Background: an optimization exercise with open tools, aiming at small area and a short achievable clock period. Do not read the settings as production practice. In this exercise RTL edits were held to simulation tests only and were not proved equivalent to the original. Power figures rest on the tool's default switching activity, not on a simulated workload.

==> flow/design.v, too long to show whole: its modules and the start of the top module <==
// module CannyEdge: 838 lines
module CannyEdge(dAddrRegRow, dAddrRegCol, bWE, bCE, InData, OutData,
	OPMode, bOPEnable, dReadReg, dWriteReg,	clk, rst_b);
  // ...
==> flow/flow/run.sh <==
#!/bin/bash
# Layout flow: the standard flow (standard.sh), unchanged synthesis, plus
#  1. fapol.py on the synthesized netlist: full adders are self-dual, so
#     each fa cell may be fed complemented inputs and give complemented
#     outputs; fapol picks the polarities that need the fewest inverters
#     and rewrites the netlist (registers and ports untouched).
#  2. port buffers of a plain buffer cell (buf_2) instead of the default pick,
#  3. the resizer's setup margin raised so repair_timing keeps shortening
#     the critical paths past the 10 ns constraint,
#  4. a clock tree of smaller buffers and no dummy loads.
# Each tool's output goes to a log file in this folder.
set -u
R=orfs/results/${FLOW_PLATFORM:-sky130hd}/CannyEdge/base
export BUFFER_PORTS_ARGS="-buffer_cell sky130_fd_sc_hd__buf_2"
export SETUP_SLACK_MARGIN=${MARGIN:-6.2}
export CTS_ARGS="-sink_clustering_enable -repair_clock_nets -dont_use_dummy_load -buf_list sky130_fd_sc_hd__clkbuf_8 -sink_clustering_size 16 -sink_clustering_max_diameter 60"
bash standard.sh synth > synth.log 2>&1 || exit 1
if python3 flow/fapol.py $R/1_2_yosys.v $R/1_2_yosys_fapol.v > fapol.log 2>&1; then
  cp $R/1_2_yosys.v $R/1_2_yosys_std.v
  cp $R/1_2_yosys_fapol.v $R/1_2_yosys.v
  rm -f $R/1_synth.odb $R/1_synth.sdc
fi
bash standard.sh > standard.log 2>&1
==> flow/flow/fapol.py <==
#!/usr/bin/env python3
"""Full-adder polarity optimisation on a Yosys gate netlist (sky130hd).

A full adder is self-dual: fa(~a,~b,~c) = (~sum, ~cout).  Yosys's adder
extraction leaves many inverters between full adders; this pass chooses,
for each fa cell, whether to use it "flipped" (fed and producing
complemented signals) so that the number of inverters needed is minimal,
then rewrites the netlist.  The logic function at every register and port
is unchanged; registers are untouched.
usage: fapol.py in.v out.v
"""
import re, sys, random

src = open(sys.argv[1]).read()
INV = 'sky130_fd_sc_hd__inv_1'
FA = re.compile(r'sky130_fd_sc_hd__fa_\d+$')
OUTPINS = {'X', 'Y', 'Q', 'Q_N', 'SUM', 'COUT', 'HI', 'LO'}

# cell instances: type name ( pins );
cell_re = re.compile(r'^(\s*)(sky130_fd_sc_hd__\w+)\s+(\S+)\s*\((.*?)\);\s*$', re.S | re.M)
pin_re = re.compile(r'\.(\w+)\(\s*(.*?)\s*\)(?=\s*,|\s*$)', re.S)

cells = []
for m in cell_re.finditer(src):
    typ, name, body = m.group(2), m.group(3), m.group(4)
    pins = [(p, n.strip()) for p, n in pin_re.findall(body)]
    cells.append({'typ': typ, 'name': name, 'pins': pins, 'span': m.span()})

driver = {}
loads = {}
for i, c in enumerate(cells):
    for p, n in c['pins']:
        if p in OUTPINS:
            driver[n] = (i, p)
        else:
            loads.setdefault(n, []).append((i, p))

def is_inv(i):
    return cells[i]['typ'] == INV

def root(n):
    """follow inverters back: returns (root net, parity)"""
    q = 0
    while n in driver and is_inv(driver[n][0]):
        c = cells[driver[n][0]]
        n = dict(c['pins'])['A']
        q ^= 1
    return n, q

fa_ids = [i for i, c in enumerate(cells) if FA.match(c['typ'])]
fa_set = set(fa_ids)
inv_ids = [i for i, c in enumerate(cells) if c['typ'] == INV]

# demands: for every non-inverter consumer pin, which (root, parity) it needs
# (for fa pins, parity is relative to the fa's flip)
demands = []   # (consumer cell or None, pin, root, q)
nets_out_ports = set()
for i, c in enumerate(cells):
    if c['typ'] == INV:
        continue
    for p, n in c['pins']:
        if p in OUTPINS:
            continue
        if n.startswith("1'") or n == '':
            continue
        r, q = root(n)
        demands.append((i, p, r, q))

# module outputs / assigns that read nets: keep these nets' polarity as-is
assign_re = re.compile(r'^\s*assign\s+(.*?)\s*=\s*(.*?);', re.M)
port_reads = []
for m in assign_re.finditer(src):
    rhs = m.group(2).strip()
    if rhs in driver or rhs in loads:
        r, q = root(rhs)
        port_reads.append((rhs, r, q))

def root_pol(r, flip):
    d = driver.get(r)
    if d and d[0] in fa_set:
        return flip[d[0]]
    return 0

by_root = {}
for i, p, r, q in demands:
    by_root.setdefault(r, []).append((i, q))
for _, r, q in port_reads:
    by_root.setdefault(r, []).append((None, q))
fa_roots = {}
for i in fa_ids:
    rs = set()
    for p, n in cells[i]['pins']:
        if p in OUTPINS:
            rs.add(n)
        elif not (n.startswith("1'") or n == ''):
            rs.add(root(n)[0])
    fa_roots[i] = [r for r in rs if r in by_root]

def root_cost(r, flip):
    rp = root_pol(r, flip)
    wants = set(q ^ (flip[i] if i in fa_set else 0) for i, q in by_root[r])
    return sum(1 for w in wants if w != rp)

def total(flip):
    return sum(root_cost(r, flip) for r in by_root)

def search(flip, seed):
    rnd = random.Random(seed)
    improved = True
    while improved:
        improved = False
        order = fa_ids[:]
        rnd.shuffle(order)
        for i in order:
            before = sum(root_cost(r, flip) for r in fa_roots[i])
            flip[i] ^= 1
            after = sum(root_cost(r, flip) for r in fa_roots[i])
            if after < before or (after == before and rnd.random() < 0.3):
                if after < before:
                    improved = True
            else:
                flip[i] ^= 1
    return total(flip)

start = {i: 0 for i in fa_ids}
print('inverters before', len(inv_ids), 'needed with no flips', total(start), file=sys.stderr)
best, flip = None, None
for seed in range(40):
    f = {i: (random.Random(1000 + seed).random() < 0.5) * 1 if seed else 0 for i in fa_ids}
    c = search(f, seed)
    if best is None or c < best:
        best, flip = c, dict(f)
print('needed after', best, 'flipped', sum(flip.values()), file=sys.stderr)

if len(sys.argv) > 2:
    # rewrite: every (root, polarity) needed gets a net
    newcells = []
    invnet = {}
    cnt = [0]
    def net_for(r, want):
        if want == root_pol(r, flip):
            return r
        if r not in invnet:
            cnt[0] += 1
            nn = f'_fapol_{cnt[0]}_'
            invnet[r] = nn
            ra = r + ' ' if r.startswith('\\') else r
            newcells.append(f'  {INV} fapol_inv_{cnt[0]} (\n    .A({ra}),\n    .Y({nn})\n  );\n')
        return invnet[r]
    out = []
    last = 0
    for i, c in enumerate(cells):
        s, e = c['span']
        out.append(src[last:s])
        last = e
        if c['typ'] == INV:
            continue   # all inverters are re-created as needed
        pins = []
        for p, n in c['pins']:
            if p not in OUTPINS and not (n.startswith("1'") or n == ''):
                r, q = root(n)
                want = q ^ (flip[i] if i in fa_set else 0)
                n = net_for(r, want)
            pins.append(f'    .{p}({n}' + (' )' if n.startswith('\\') else ')'))
        out.append(f"  {c['typ']} {c['name']} (\n" + ',\n'.join(pins) + '\n  );')
    out.append(src[last:])
    text = ''.join(out)
    # port assigns
    def fix_assign(m):
        lhs, rhs = m.group(1), m.group(2).strip()
        if rhs in driver or rhs in loads:
            r, q = root(rhs)
            nn = net_for(r, q)
            return m.group(0).replace(m.group(2), nn + ' ' if nn.startswith('\\') else nn)
        return m.group(0)
    text = assign_re.sub(fix_assign, text)
    wires = ''.join(f'  wire {n};\n' for n in invnet.values())
    text = text.replace('endmodule', wires + ''.join(newcells) + 'endmodule')
    open(sys.argv[2], 'w').write(text)

==> flow/standard.sh <==
#!/bin/bash
# synth_recipe.tcl (not shown) runs the flow's synth.tcl, then flattens the netlist and writes it again
# the make line also repeats each setting of config.mk as NAME=value (left out here)
make -C /OpenROAD-flow-scripts/flow DESIGN_CONFIG=/design/flow/config.mk WORK_HOME=/design/flow/orfs CLKGATE_MAP_FILE= SYNTH_SCRIPT=/design/flow/synth_recipe.tcl "${@:-finish}"
==> flow/config.mk <==
export PLATFORM = sky130hd
export DESIGN_NAME = CannyEdge
export DESIGN_NICKNAME = CannyEdge
export VERILOG_FILES = /design/flow/design.v
export SDC_FILE = /design/flow/constraint.sdc
export NUM_CORES = 4
export LEC_CHECK = 0
export ABC_AREA = 1
export CAP_MARGIN = 20
export CORE_MARGIN = 2
export CORE_UTILIZATION = 40
export SLEW_MARGIN = 20
==> flow/constraint.sdc <==
create_clock -name core_clock -period 10.0 [get_ports {clk}]
set_input_delay 2.0000 -clock core_clock [delete_from_list [all_inputs] [get_ports {clk}]]
set_output_delay 2.0000 -clock core_clock [all_outputs]
set_load 0.01 [all_outputs]
==> flow_summary.ini, run 1 <==
[critical_path]
cp.depth = 6
cpPeakStageDelay_ns = 0.61
crit_type = register to register
critPathMaxFanout = 2

[clocking]
cts_root_buf = clkbuf_8
clk_pin_slew_ns = 0.10
h-tree-depth = 1
insertion_delay_ns = 0.65
clock-sinks = 317

[place]
numPortBuffers = 37
place_area_mm2 = 0.0235
place_hpwl_um = 61600

[finish]
area_dominant_class = multi-input combinational cells
drive_above_1_share_pct = 14.2

[run]
drv_cap = 0

[synth]
synth_area_per_cell_um2 = 11.8
syn_area_mm2 = 0.0223

[hold_path]
hold_path.class = register to register

[status]
status = timing/DRC/antenna clean

[die]
rows = 86
core_area_mm2 = 0.0551

[power]
combPwrFrac_pct = 14.2

[sta]
setup_viol = 0
finalCritPeriodShare_pct = 38.3

[drt]
drc = 0
drt-total-wl_um = 77300
==> run 2: changes to the inputs <==
--- a/flow/config.mk
+++ b/flow/config.mk
@@ -5,8 +5,7 @@
 export SDC_FILE = /design/flow/constraint.sdc
 export NUM_CORES = 4
 export LEC_CHECK = 0
-export ABC_AREA = 1
-export CAP_MARGIN = 20
+export CAP_MARGIN = 5
 export CORE_MARGIN = 2
 export CORE_UTILIZATION = 40
-export SLEW_MARGIN = 20
+export SLEW_MARGIN = 5
==> run 2 against run 1 <==
Still clean on timing, DRC and antenna. Maximum frequency is essentially flat. Combinational power shrank 49%. Design area rose by 0.99%. Worst setup slack got worse by 0.0033 ns. Via count shrank 6.6%. Critical path type unchanged. Critical endpoint is now gs4[5]$_DFFE_PP_. Largest power group unchanged. Highest routed layer unchanged.
==> flow_summary.ini, run 2 <==
[drt]
drc = 0
drt-total-wl_um = 78600
drt-initial-drc-count = 1689
vias = 14100
drt_pass1_iterations = 8
detail-route-antenna-nets = 0
vias_per_cell = 5.99
post_drt_wl_per_cell_um = 33.3

[hold_path]
hold_path.class = register to register

[finish]
mostFrequentLayoutCells = 292 x edfxtp_1, 251 x fa_1, 129 x ha_1, 125 x inv_1, 116 x buf_4
drive_above_1_share_pct = 21.8
top_register = regX
top_regs = regX: 200 flops, gs1: 12 flops
layout.nets = 2126
syn2layout_area_growth_pct = 14.3
largest_reg_flops = 200
mostFrequentLayoutCell = edfxtp_1

[place]
place_hpwl_um = 61100
gp_congestion = 1.11
place_ws_ns = 5.27
numPortBuffers = 37

[die]
fp.dieH_um = 238
rows = 85
die_x_um = 238
dieArea_mm2 = 0.0566
initial_utilization_pct = 40.6
core_area_mm2 = 0.0539
io_pins = 38

[power]
vdd_drop_max_mv = 0.0754
power.density_mw_per_mm2 = 95.4
p_leak_nw = 8.90

[sta]
setup_viol = 0
grt_setup_unrepaired = true
maxSlewHeadroom_pct = 28.2
fin_ws_ns = 6.17
tns_ns = 0
hold_viol = 0
post-route-min-period_ns = 3.83
fin_worst_skew_ns = 0.0716
finalCritPeriodShare_pct = 38.3
timing.fmax_mhz = 261
slew_violations = 0
worst_pin_slew_ns = 1.08

[critical_path]
setup.worst_path.end_class = register
worstPathArrival_ns = 4.20
cp.required_ns = 10.37
crit_chain = fa_2 -> fa_1 -> fa_1 -> fa_2 -> fa_1 -> fa_1
cpPeakStageDelay_ns = 0.61
start_kind = register
crit_type = register to register
cp_slowest_cell = fa_2
reg2reg_slack_ns = 6.17
critPathMaxFanout = 2
crit_path_frequent_cell = fa_1

[run]
drv_cap = 0

[global_route]
gr-usage-met3_pct = 5.45
grt_pass1_wl_um = 110000
grt_usage_pct = 28.0
top_usage_layer = met2
use_met2_pct = 42.8
met1_usage_pct = 37.5
antenna_found_initial = 5
grt_pass1_vias = 14800
grt.overflow.total = 0
grt_max_degree = 57

[clocking]
cts_root_buf = clkbuf_8
cts_tree = built
cts_hold_buf = 0
clock-sinks = 317
clockBufferDepth = 3
insertion_delay_ns = 0.69
h-tree-depth = 1
cts_made_buffers = 31
clk_pin_slew_ns = 0.10

[status]
status = timing/DRC/antenna clean

[synth]
syn_area_mm2 = 0.0219
synthesis.nets = 1958
yosys_warnings = 2
synthCells = 1496
synth_area_per_cell_um2 = 14.6
## run 2: routing by layer
metal,part of all wire (%),routed length [um]
met2,44,34900
met3,9.2,7210
met4,7.3,5740
met1,39,30700
met5,0.029,23
## run 2: what timing repair did
action / CTS / global route
cloned: 0 / 0
buffers inserted: 83 / 31
resized for setup: 62 / 68
pin swaps: 44 / 46
endpoints found under the setup margin: 205 / 204
## run 2: area by class of cell
| type | count | area, um2 |
|---|---|---|
| Fill cell | 4730 | 28900 |
| Multi-Input combinational cell | 1017 | 12500 |
| Sequential cell | 317 | 9410 |
| Timing Repair Buffer | 167 | 1310 |
| Tap cell | 696 | 871 |
| Inverter | 130 | 488 |
| Clock buffer | 31 | 427 |
| Antenna cell | 2 | 5.00 |
## run 2: critical path: cells and delay by family (launching register included)
family     cells  cell delay [ns]
flops          1             0.55
fa+ha+maj      6             2.96
## run 2: worst paths after layout
path	cells after the start	start	endpoint
min in group asynchronous	2	rst_b	Out_gf[6]$_DFFE_PN0P_
worst max register to register	6	regX[1][6]$_DFFE_PP_	gs4[5]$_DFFE_PP_
worst min-delay path	2	Out_gradient[5]$_DFFE_PN0P_	Out_gradient[5]$_DFFE_PN0P_
max in group asynchronous	2	rst_b	dc[1]$_DFFE_PN1P_
worst min register to register	2	Out_gradient[5]$_DFFE_PN0P_	Out_gradient[5]$_DFFE_PN0P_
worst max-delay path	6	regX[1][6]$_DFFE_PP_	gs4[5]$_DFFE_PP_
## run 2: per-stage QoR
| stage | instance area [um2] | cells | hold WS (ns) | power (mW) | utilization (%) |
|---|---|---|---|---|---|
| after floorplan | 22100 | 1496 | 0.450 | 1.60 | - |
| after global placement | 23100 | 2213 | 0.466 | 1.67 | 42.9 |
| after detailed placement | 23100 | 2213 | 0.479 | 1.68 | 42.9 |
| after CTS | 24500 | 2327 | 0.493 | 2.38 | 45.4 |
| after global routing | 25000 | 2359 | 0.517 | 2.45 | 46.4 |
| final | 25000 | 2360 | 0.492 | 2.38 | 46.4 |
## run 2: power breakdown
part	internal [mW]	switching, mW
combinational	0.0639	0.122
clock	0.274	0.448
sequential	1.46	0.0146
==> run 3: changes to the inputs <==
--- a/flow/flow/run.sh
+++ b/flow/flow/run.sh
@@ -12,7 +12,7 @@
 set -u
 R=orfs/results/${FLOW_PLATFORM:-sky130hd}/CannyEdge/base
 export BUFFER_PORTS_ARGS="-buffer_cell sky130_fd_sc_hd__buf_2"
-export SETUP_SLACK_MARGIN=${MARGIN:-6.2}
+export SETUP_SLACK_MARGIN=${MARGIN:-6.4}
 export CTS_ARGS="-sink_clustering_enable -repair_clock_nets -dont_use_dummy_load -buf_list sky130_fd_sc_hd__clkbuf_8 -sink_clustering_size 16 -sink_clustering_max_diameter 60"
 bash standard.sh synth > synth.log 2>&1 || exit 1
 if python3 flow/fapol.py $R/1_2_yosys.v $R/1_2_yosys_fapol.v > fapol.log 2>&1; then
--- a/flow/config.mk
+++ b/flow/config.mk
@@ -5,7 +5,8 @@
 export SDC_FILE = /design/flow/constraint.sdc
 export NUM_CORES = 4
 export LEC_CHECK = 0
-export CAP_MARGIN = 5
+export ABC_AREA = 1
+export CAP_MARGIN = 20
 export CORE_MARGIN = 2
 export CORE_UTILIZATION = 40
-export SLEW_MARGIN = 5
+export SLEW_MARGIN = 20
==> run 3 against run 2 <==
Still clean. First-iteration DRC count up 0.77%. Count of clock-buffer cells in the layout unchanged. Routed wire length grew 0.58%. Critical endpoint is now gs4[4]$_DFFE_PP_. Largest cell class unchanged.
==> flow_summary.ini, run 3 <==
[status]
status = timing/DRC/antenna clean

[power]
vdd_drop_max_mv = 0.0838
power.density_mw_per_mm2 = 101
p_leak_nw = 10.0

[finish]
top_regs = regX: 200 flops, gs1: 12 flops
top_register = regX
layout.nets = 2555
nFillCells = 5022
final_cells = 2841
final_cell_area_mm2 = 0.0258
drive_above_1_share_pct = 20.6
largest_reg_flops = 200
mostFrequentLayoutCells = 405 x nand2_1, 292 x edfxtp_1, 219 x fa_1, 211 x inv_1, 138 x buf_4
syn2layout_area_growth_pct = 15.9
mostFrequentLayoutCell = nand2_1

[hold_path]
hold_path.class = register to register

[place]
place_hpwl_um = 62400
gp_congestion = 1.02
place_inst = 2673
place_area_mm2 = 0.0235
numPortBuffers = 37
place_ws_ns = 4.57

[drt]
vias = 15500
drt-total-wl_um = 79000
drt_pass1_iterations = 5
drc = 0
post_drt_wl_per_cell_um = 27.8
drt-initial-drc-count = 1702
vias_per_cell = 5.45
detail-route-antenna-nets = 0

[clocking]
clock-sinks = 317
cts_tree = built
h-tree-depth = 1
clockBufferDepth = 3
cts_made_buffers = 31
cts_root_buf = clkbuf_8
cts_hold_buf = 0
clk_pin_slew_ns = 0.10
insertion_delay_ns = 0.64

[die]
initial_utilization_pct = 40.4
die_x_um = 240
core_area_mm2 = 0.0551
dieArea_mm2 = 0.0576
fp.dieH_um = 240
rows = 86
io_pins = 38

[sta]
fin_worst_skew_ns = 0.0564
fin_hold_ws_ns = 0.499
hold_viol = 0
fin_ws_ns = 6.19
setup_viol = 0
maxSlewHeadroom_pct = 24.5
finalCritPeriodShare_pct = 38.1
worst_pin_slew_ns = 1.13
timing.fmax_mhz = 262
grt_setup_unrepaired = true
post-route-min-period_ns = 3.81
slew_violations = 0
tns_ns = 0

[critical_path]
path_delay_family = adder cells
cpPeakStageDelay_ns = 0.59
worst-path-buf-inv = 0
critPathMaxFanout = 3
crit_path_frequent_cell = fa_2
cp.required_ns = 10.39
worstPathArrival_ns = 4.20
crit_chain = fa_2 -> fa_2 -> fa_1 -> fa_2 -> fa_2 -> fa_2
cp_slowest_cell = fa_2
setup.worst_path.end_class = register
start_kind = register
crit_type = register to register

[synth]
yosys_warnings = 2
synthCells = 1888
synthesis.nets = 2350
synth_area_per_cell_um2 = 11.8
syn_area_mm2 = 0.0223

[global_route]
grt_max_degree = 57
antenna_found_initial = 3
grt_pass1_vias = 15600
grt_pass1_wl_um = 111000
grt_usage_pct = 27.9
grt.overflow.total = 0

[run]
drv_cap = 0
==> run 3: layer usage <==
layer  global-route usage, %  routed length, um  vias to the layer above
met3                    3.49               5920                      177
met4                    11.2               3950                        0
met1                    38.9              32600                     7869
met5                       0                  0                        -
li1                        -                  -                     6678
met2                    44.4              36600                      751
==> run 3: layout make-up <==
class / count / area [um2] / share of cell area (%)
Inverter: 231 / 867 / 3.36
Sequential cell: 317 / 9400 / 36.4
Antenna cell: 2 / 5.00 / 0.0194
Multi-Input combinational cell: 1327 / 12800 / 49.6
Timing Repair Buffer: 185 / 1360 / 5.27
Tap cell: 748 / 936 / 3.63
Clock buffer: 31 / 427 / 1.65
==> run 3: final timing paths <==
check                                       startpoint                           to  slack (ns)  cells past startpoint
hold reg to reg            Out_gradient[7]$_DFFE_PN0P_  Out_gradient[7]$_DFFE_PN0P_        0.50                      2
setup / recovery                  regX[5][4]$_DFFE_PP_             gs4[4]$_DFFE_PP_        6.19                      6
min in group asynchronous                        rst_b        Out_gf[7]$_DFFE_PN0P_        1.22                      1
max in group asynchronous                        rst_b            pc[1]$_DFFE_PN1P_        8.47                      1
setup reg to reg                  regX[5][4]$_DFFE_PP_             gs4[4]$_DFFE_PP_        6.19                      6
hold / removal             Out_gradient[7]$_DFFE_PN0P_  Out_gradient[7]$_DFFE_PN0P_        0.50                      2
==> run 3: worst register-to-register path: cells and delay by family, from the launching register on <==
kind                     cells  cell delay, ns
flip-flops                   1            0.57
adder cells (fa/ha/maj)      6            2.99
==> run 3: where the power goes <==
group	total (mW)	internal [mW]	switching [mW]
Clock	0.704	0.274	0.430
Combinational	0.389	0.133	0.257
Sequential	1.51	1.48	0.0347
Total	2.61	1.88	0.722
==> run 3: per-stage QoR <==
step | utilization (%) | power, mW
after floorplan | - | 1.75
after global placement | 42.6 | 1.88
after detailed placement | 42.6 | 1.89
after CTS | 45.6 | 2.58
after global routing | 46.8 | 2.70
final | 46.8 | 2.61
==> run 3: repair_timing <==
item,CTS,global route
resized for setup,118,80
buffers inserted,98,37
setup endpoints to repair,232,185
pin swaps,65,47
==> run 4: changes to the inputs <==
--- a/flow/flow/run.sh
+++ b/flow/flow/run.sh
@@ -12,7 +12,7 @@
 set -u
 R=orfs/results/${FLOW_PLATFORM:-sky130hd}/CannyEdge/base
 export BUFFER_PORTS_ARGS="-buffer_cell sky130_fd_sc_hd__buf_2"
-export SETUP_SLACK_MARGIN=${MARGIN:-6.4}
+export SETUP_SLACK_MARGIN=${MARGIN:-6.0}
 export CTS_ARGS="-sink_clustering_enable -repair_clock_nets -dont_use_dummy_load -buf_list sky130_fd_sc_hd__clkbuf_8 -sink_clustering_size 16 -sink_clustering_max_diameter 60"
 bash standard.sh synth > synth.log 2>&1 || exit 1
 if python3 flow/fapol.py $R/1_2_yosys.v $R/1_2_yosys_fapol.v > fapol.log 2>&1; then
==> run 4 against run 3 <==
Maximum frequency shrank 3.7%. Sequential share of layout area is 2.4 points higher. Sequential power about the same. Count of clock-buffer cells in the layout down 1. Still clean on timing, DRC and antenna.
==> flow_summary.ini, run 4 <==
[status]
status = timing/DRC/antenna clean

[die]
io_pins = 38
dieArea_mm2 = 0.0576
die_x_um = 240
rows = 86
initial_utilization_pct = 40.4
core_area_mm2 = 0.0551
fp.dieH_um = 240

[sta]
setup_viol = 0
tns_ns = 0
finalCritPeriodShare_pct = 39.6
grt_setup_unrepaired = true
slew_violations = 0
maxSlewHeadroom_pct = 34.7
fin_worst_skew_ns = 0.117
post-route-min-period_ns = 3.96
worst_pin_slew_ns = 0.974
timing.fmax_mhz = 253
hold_viol = 0

[synth]
synthesis.nets = 2350
synthCells = 1888
synth_area_per_cell_um2 = 11.8
yosys_warnings = 2
syn_area_mm2 = 0.0223

[hold_path]
hold_path.class = register to register
min_path_cells = 2

[finish]
layout.nets = 2442
mostFrequentLayoutCell = nand2_1
top_regs = regX: 200 flops, gs1: 12 flops
nFillCells = 5231
top_register = regX
syn2layout_area_growth_pct = 8.65
mostFrequentLayoutCells = 412 x nand2_1, 295 x fa_1, 292 x edfxtp_1, 216 x inv_1, 132 x ha_1
largest_reg_flops = 200
drive_above_1_share_pct = 9.81
final_cells = 2727

[global_route]
grt_usage_pct = 26.9
grt_max_degree = 57
grt.overflow.total = 0
grt_pass1_wl_um = 108000
antenna_found_initial = 2
grt_pass1_vias = 15500

[run]
drv_cap = 0

[drt]
drc = 0
drt-total-wl_um = 75800
post_drt_wl_per_cell_um = 27.8
vias = 15000
drt-initial-drc-count = 1677
drt_pass1_iterations = 5
vias_per_cell = 5.52
detail-route-antenna-nets = 0

[critical_path]
rr_worst_depth = 6
setup.worst_path.end_class = register
cpPeakStageDelay_ns = 0.73
crit_type = register to register
crit_path_frequent_cell = fa_1
crit_chain = fa_1 -> fa_1 -> fa_1 -> fa_1 -> fa_1 -> fa_1
cp.depth = 6
path_delay_family = adder cells
start_kind = register
worst-path-buf-inv = 0
cp.required_ns = 10.40
worstPathArrival_ns = 4.36
critPathMaxFanout = 5
cp_slowest_cell = edfxtp_1

[clocking]
clock-sinks = 317
clockBufferDepth = 3
clk_pin_slew_ns = 0.10
h-tree-depth = 1
insertion_delay_ns = 0.68
cts_root_buf = clkbuf_8
cts_made_buffers = 30
cts_tree = built

[power]
vdd_drop_max_mv = 0.0914
p_leak_nw = 9.44
power.density_mw_per_mm2 = 106

[place]
numPortBuffers = 37
place_inst = 2671
gp_congestion = 1.03
place_hpwl_um = 61700
run 4: cell count changes in the layout (fill, tap and decap cells not counted), moves of 9 or more:
cell | previous run | this run
buf_4 | 138 | 37
fa_1 | 219 | 295
fa_2 | 80 | 4
nor2_4 | 18 | 6
nor2_2 | 11 | 22
ha_4 | 10 | 0
o21ai_4 | 10 | 0
ha_1 | 123 | 132
run 4: area by class of cell:
class	instances	area (um2)	area share, %
inverter	231	871	3.60
multi-input combinational	1327	12100	50.1
tap	748	936	3.87
sequential	317	9400	38.8
clock buffer	30	413	1.71
antenna	1	2.50	0.0103
timing repair buffer	73	458	1.89
run 4: per-stage QoR:
step,power [mW],cell area (um2),util [%],hold slack (ns),setup WS (ns)
2_1_floorplan,1.75,22300,-,0.449,6.13
5_1_grt,2.67,24200,43.9,0.518,5.86
4_1_cts,2.57,24100,43.7,0.497,6.01
6_report,2.57,24200,43.9,0.496,6.04
3_3_place_gp,1.88,23400,42.5,0.475,4.57
3_5_place_dp,1.89,23400,42.5,0.471,4.35
run 4: path summary, 6_finish.rpt:
| path | startpoint | end | slack (ns) |
|---|---|---|---|
| hold reg to reg | Out_gradient[4]$_DFFE_PN0P_ | Out_gradient[4]$_DFFE_PN0P_ | 0.50 |
| max in group asynchronous | rst_b | dc[1]$_DFFE_PN1P_ | 8.30 |
| setup / recovery | regX[11][0]$_DFFE_PP_ | gs4[4]$_DFFE_PP_ | 6.04 |
| min in group asynchronous | rst_b | Out_gf[1]$_DFFE_PN0P_ | 1.24 |
| hold / removal | Out_gradient[4]$_DFFE_PN0P_ | Out_gradient[4]$_DFFE_PN0P_ | 0.50 |
| setup reg to reg | regX[11][0]$_DFFE_PP_ | gs4[4]$_DFFE_PP_ | 6.04 |
run 4: layer usage:
metal | vias to the layer above | GRT usage, % | share of wire [%]
li1 | 6458 | - | -
met5 | - | 0 | 0
met1 | 7673 | 36.5 | 41
met2 | 770 | 41.8 | 46
met3 | 146 | 5.67 | 9.2
met4 | 0 | 11.6 | 4.7
run 4: what timing repair did:
| item | CTS | global route |
|---|---|---|
| buffers inserted | 15 | 10 |
| pin swaps | 0 | 1 |
| endpoints found under the setup margin | 205 | 109 |
| hold buffers | 0 | 0 |
| gates resized for setup | 28 | 13 |
| hold endpoints to repair | 0 | 0 |
run 4: power by group:
group	total [mW]	internal [mW]	switching [mW]
clock	0.691	0.265	0.426
sequential	1.52	1.48	0.0428
combinational	0.359	0.117	0.242
total	2.57	1.86	0.711
run 4: worst min-delay path, cell delays in order, from the launching register on:
cell and delay [ns]:
dfrtp_1 0.36, nand2_1 0.05, nand2_1 0.06
==> run 5: changes to the inputs <==
==> flow/flow/run.sh (replaced) <==
#!/bin/bash
# Layout flow: the standard flow (standard.sh), unchanged synthesis, plus
#  1. fapol.py on the synthesized netlist: full adders are self-dual, so
#     each fa cell may be fed complemented inputs and give complemented
#     outputs; fapol picks the polarities that need the fewest inverters
#     and rewrites the netlist (registers and ports untouched).
#  2. port buffers of a plain buffer cell (buf_2) instead of the default pick,
#  3. the resizer's setup margin raised (at CTS and global routing) so
#     repair_timing keeps shortening the critical paths past the 10 ns
#     constraint,
#  4. a clock tree of smaller buffers and no dummy loads.
# Each tool's output goes to a log file in this folder.
set -u
R=orfs/results/${FLOW_PLATFORM:-sky130hd}/CannyEdge/base
export BUFFER_PORTS_ARGS="-buffer_cell sky130_fd_sc_hd__buf_2"
export SETUP_SLACK_MARGIN=${MARGIN:-6.2}
export CTS_ARGS="-sink_clustering_enable -repair_clock_nets -dont_use_dummy_load -buf_list sky130_fd_sc_hd__clkbuf_8 -sink_clustering_size 16 -sink_clustering_max_diameter 60"
bash standard.sh synth > synth.log 2>&1 || exit 1
if python3 flow/fapol.py $R/1_2_yosys.v $R/1_2_yosys_fapol.v > fapol.log 2>&1; then
  cp $R/1_2_yosys.v $R/1_2_yosys_std.v
  cp $R/1_2_yosys_fapol.v $R/1_2_yosys.v
  rm -f $R/1_synth.odb $R/1_synth.sdc
fi
# floorplan and placement without the raised margin; CTS and routing with it
SETUP_SLACK_MARGIN=0 bash standard.sh place > place.log 2>&1 || exit 1
bash standard.sh > standard.log 2>&1
--- a/flow/config.mk
+++ b/flow/config.mk
@@ -5,7 +5,6 @@
 export SDC_FILE = /design/flow/constraint.sdc
 export NUM_CORES = 4
 export LEC_CHECK = 0
-export ABC_AREA = 1
 export CAP_MARGIN = 20
 export CORE_MARGIN = 2
 export CORE_UTILIZATION = 40
==> run 5 against run 4 <==
Non-clock buffer count increased by 78. Critical endpoint is now Gx[9]$_DFFE_PP_. Largest cell class unchanged. Sequential share of layout area is 0.89 points lower. Flip-flop and latch count is the same. Critical path depth rose by 6. First-iteration DRC count increased by 0.72%. Still clean on timing, DRC and antenna. Clock power is 0.9% higher. Count of clock-buffer cells in the layout unchanged.
==> flow_summary.ini, run 5 <==
[place]
numPortBuffers = 37
place_area_mm2 = 0.0229
place_ws_ns = 4.74
place_hpwl_um = 57900
place_inst = 2213
gp_congestion = 0.988

[finish]
mostFrequentLayoutCells = 292 x edfxtp_1, 243 x fa_1, 129 x ha_1, 127 x inv_1, 105 x buf_4
largest_reg_flops = 200
top_regs = regX: 200 flops, gs1: 12 flops
top_register = regX
drive_above_1_share_pct = 21.3
mostFrequentLayoutCell = edfxtp_1
nFillCells = 4714
final_cell_area_mm2 = 0.0248
syn2layout_area_growth_pct = 13.3
layout.nets = 2110
final_cells = 2344

[critical_path]
worstPathArrival_ns = 4.37
setup.worst_path.end_class = register
start_kind = register
cp.required_ns = 10.40
critPathMaxFanout = 6
crit_type = register to register

[global_route]
grt_pass1_wl_um = 105000
antenna_found_initial = 2
grt_usage_pct = 26.4
grt.overflow.total = 0
grt_max_degree = 57
grt_pass1_vias = 14500

[power]
internal-power_mw = 1.79
vdd_drop_max_mv = 0.0733
p_switching_uw = 568
power.density_mw_per_mm2 = 95.1
clkPwrFrac_pct = 29.5
p_leak_nw = 8.78
combPwrFrac_pct = 7.9
pwr-share-seq_pct = 62.6
p_total_mw = 2.36
p_sw_share_pct = 24.1

[drt]
vias = 13900
vias_per_cell = 5.92
drt-initial-drc-count = 1689
detail-route-antenna-nets = 0
post_drt_wl_per_cell_um = 31.6
drt_pass1_iterations = 6
drt-total-wl_um = 74000
drc = 0

[die]
core_area_mm2 = 0.0539
io_pins = 38
fp.dieH_um = 238
rows = 85
dieArea_mm2 = 0.0566
die_x_um = 238
initial_utilization_pct = 40.6

[sta]
grt_setup_unrepaired = true
worst_pin_slew_ns = 0.892
finalCritPeriodShare_pct = 39.7
tns_ns = 0
hold_viol = 0
fin_ws_ns = 6.03
fin_worst_skew_ns = 0.0522
setup_viol = 0
post-route-min-period_ns = 3.97
maxSlewHeadroom_pct = 40.2
timing.fmax_mhz = 252
slew_violations = 0

[hold_path]
hold_path.class = register to register

[clocking]
insertion_delay_ns = 0.67
cts_made_buffers = 30
h-tree-depth = 1
clk_pin_slew_ns = 0.10
cts_tree = built
cts_root_buf = clkbuf_8
clock-sinks = 317
clockBufferDepth = 3
cts_hold_buf = 0

[synth]
synth_area_per_cell_um2 = 14.6
synthesis.nets = 1958
syn_area_mm2 = 0.0219
yosys_warnings = 2
synthCells = 1496

[status]
status = timing/DRC/antenna clean

[run]
drv_cap = 0
## run 5: path summary, 6_finish.rpt
path	end	startpoint	depth (start not counted)	slack [ns]
max	Gx[9]$_DFFE_PP_	regX[10][1]$_DFFE_PP_	12	6.03
min	Out_gf[1]$_DFFE_PN0P_	Out_gf[1]$_DFFE_PN0P_	2	0.50
max reg2reg	Gx[9]$_DFFE_PP_	regX[10][1]$_DFFE_PP_	12	6.03
min reg2reg	Out_gf[1]$_DFFE_PN0P_	Out_gf[1]$_DFFE_PN0P_	2	0.50
max in group asynchronous	pc[0]$_DFFE_PN1P_	rst_b	1	8.40
min in group asynchronous	Out_gradient[2]$_DFFE_PN0P_	rst_b	1	1.25
## run 5: layout make-up
| class | instances | area (um2) | area share (%) |
|---|---|---|---|
| clock buffers | 30 | 413 | 1.67 |
| diodes | 2 | 5.00 | 0.0202 |
| repair buffers | 151 | 1130 | 4.55 |
| flip-flops and latches | 317 | 9410 | 37.9 |
| well taps | 696 | 871 | 3.51 |
| inverters | 130 | 488 | 1.97 |
| multi-input cells | 1018 | 12500 | 50.3 |
## run 5: what timing repair did
item | CTS | global route
buffers inserted | 76 | 22
pin swaps | 61 | 43
resized for setup | 111 | 61
hold endpoints to repair | 0 | 0
setup endpoints to repair | 240 | 243
cloned | 0 | 1
## run 5: worst max-delay path, stage by stage (launching register included)
cell and delay (ns):
edfxtp_1 0.70, ha_1 0.37, fa_1 0.50, fa_1 0.51
inv_2 0.05, ha_4 0.16, fa_2 0.38, a21oi_2 0.16
o21bai_2 0.10, a21o_1 0.19, a21oi_2 0.15, o21ai_1 0.08
xor2_1 0.35
## run 5: power by group through the flow
| stage | Clock (mW) | Sequential (mW) | Combinational [mW] |
|---|---|---|---|
| 3_3_place_gp | 0 | 1.51 | 0.166 |
| 6_report | 0.697 | 1.48 | 0.185 |
| 2_1_floorplan | 0 | 1.50 | 0.101 |
| 5_1_grt | 0.752 | 1.48 | 0.202 |
| 3_5_place_dp | 0 | 1.51 | 0.169 |
| 4_1_cts | 0.705 | 1.48 | 0.177 |
## run 5: stage by stage
step,hold slack (ns),util (%)
floorplan,0.450,-
detailed placement,0.489,42.5
finish,0.502,46.0
global route,0.539,46.0
global placement,0.484,42.5
CTS,0.511,45.2
## run 5: routing by layer
metal / up-vias / share of wire [%] / GRT usage [%] / wire, um
li1: 5756 / - / - / -
met1: 7165 / 39 / 34.9 / 29200
met2: 755 / 44 / 40.3 / 32700
met3: 201 / 8.6 / 4.85 / 6400
met4: 0 / 7.7 / 16.9 / 5710
met5: - / 0 / 0 / 0

port drivers added, routing unchanged:
No port has a modelled driver above. Below, the same layouts with a new extraction and two added sets of constraints. Step 1 (the two cells are an assumption about what drives the block):
set clk [get_ports {clk}]
set_driving_cell -lib_cell sky130_fd_sc_hd__clkbuf_16 $clk
set_driving_cell -lib_cell sky130_fd_sc_hd__buf_2 [delete_from_list [all_inputs] $clk]
Step 2, shift: input delay + t, output delay - t, t = (earliest + latest rising clock arrival at the registers) / 2. This alone moves slack from input paths to output paths. a / b / c = ideal ports / drivers / drivers and shift; a / b = the first two.
run | t, ns | slack for setup (ns) | clock arrival spread, ns | worst data-port slew with drivers (ns) | cell pins on the clock port's net
run 1 | 0.664 | 6.174 / 6.174 / 5.667 | 0.091 / 0.091 | 0.06 | 1
run 2 | 0.704 | 6.171 / 6.171 / 5.552 | 0.072 / 0.072 | 0.08 | 1
run 3 | 0.671 | 6.187 / 6.187 / 5.718 | 0.058 / 0.058 | 0.08 | 1
run 4 | 0.683 | 6.040 / 6.040 / 5.495 | 0.135 / 0.135 | 0.07 | 1
run 5 | 0.698 | 6.033 / 6.033 / 5.544 | 0.059 / 0.059 | 0.10 | 1
After both steps setup and hold are still met in every run listed. For run 2, which loses most, drivers alone change the setup slack by 0.000 ns; drivers and shift together by -0.619 ns.
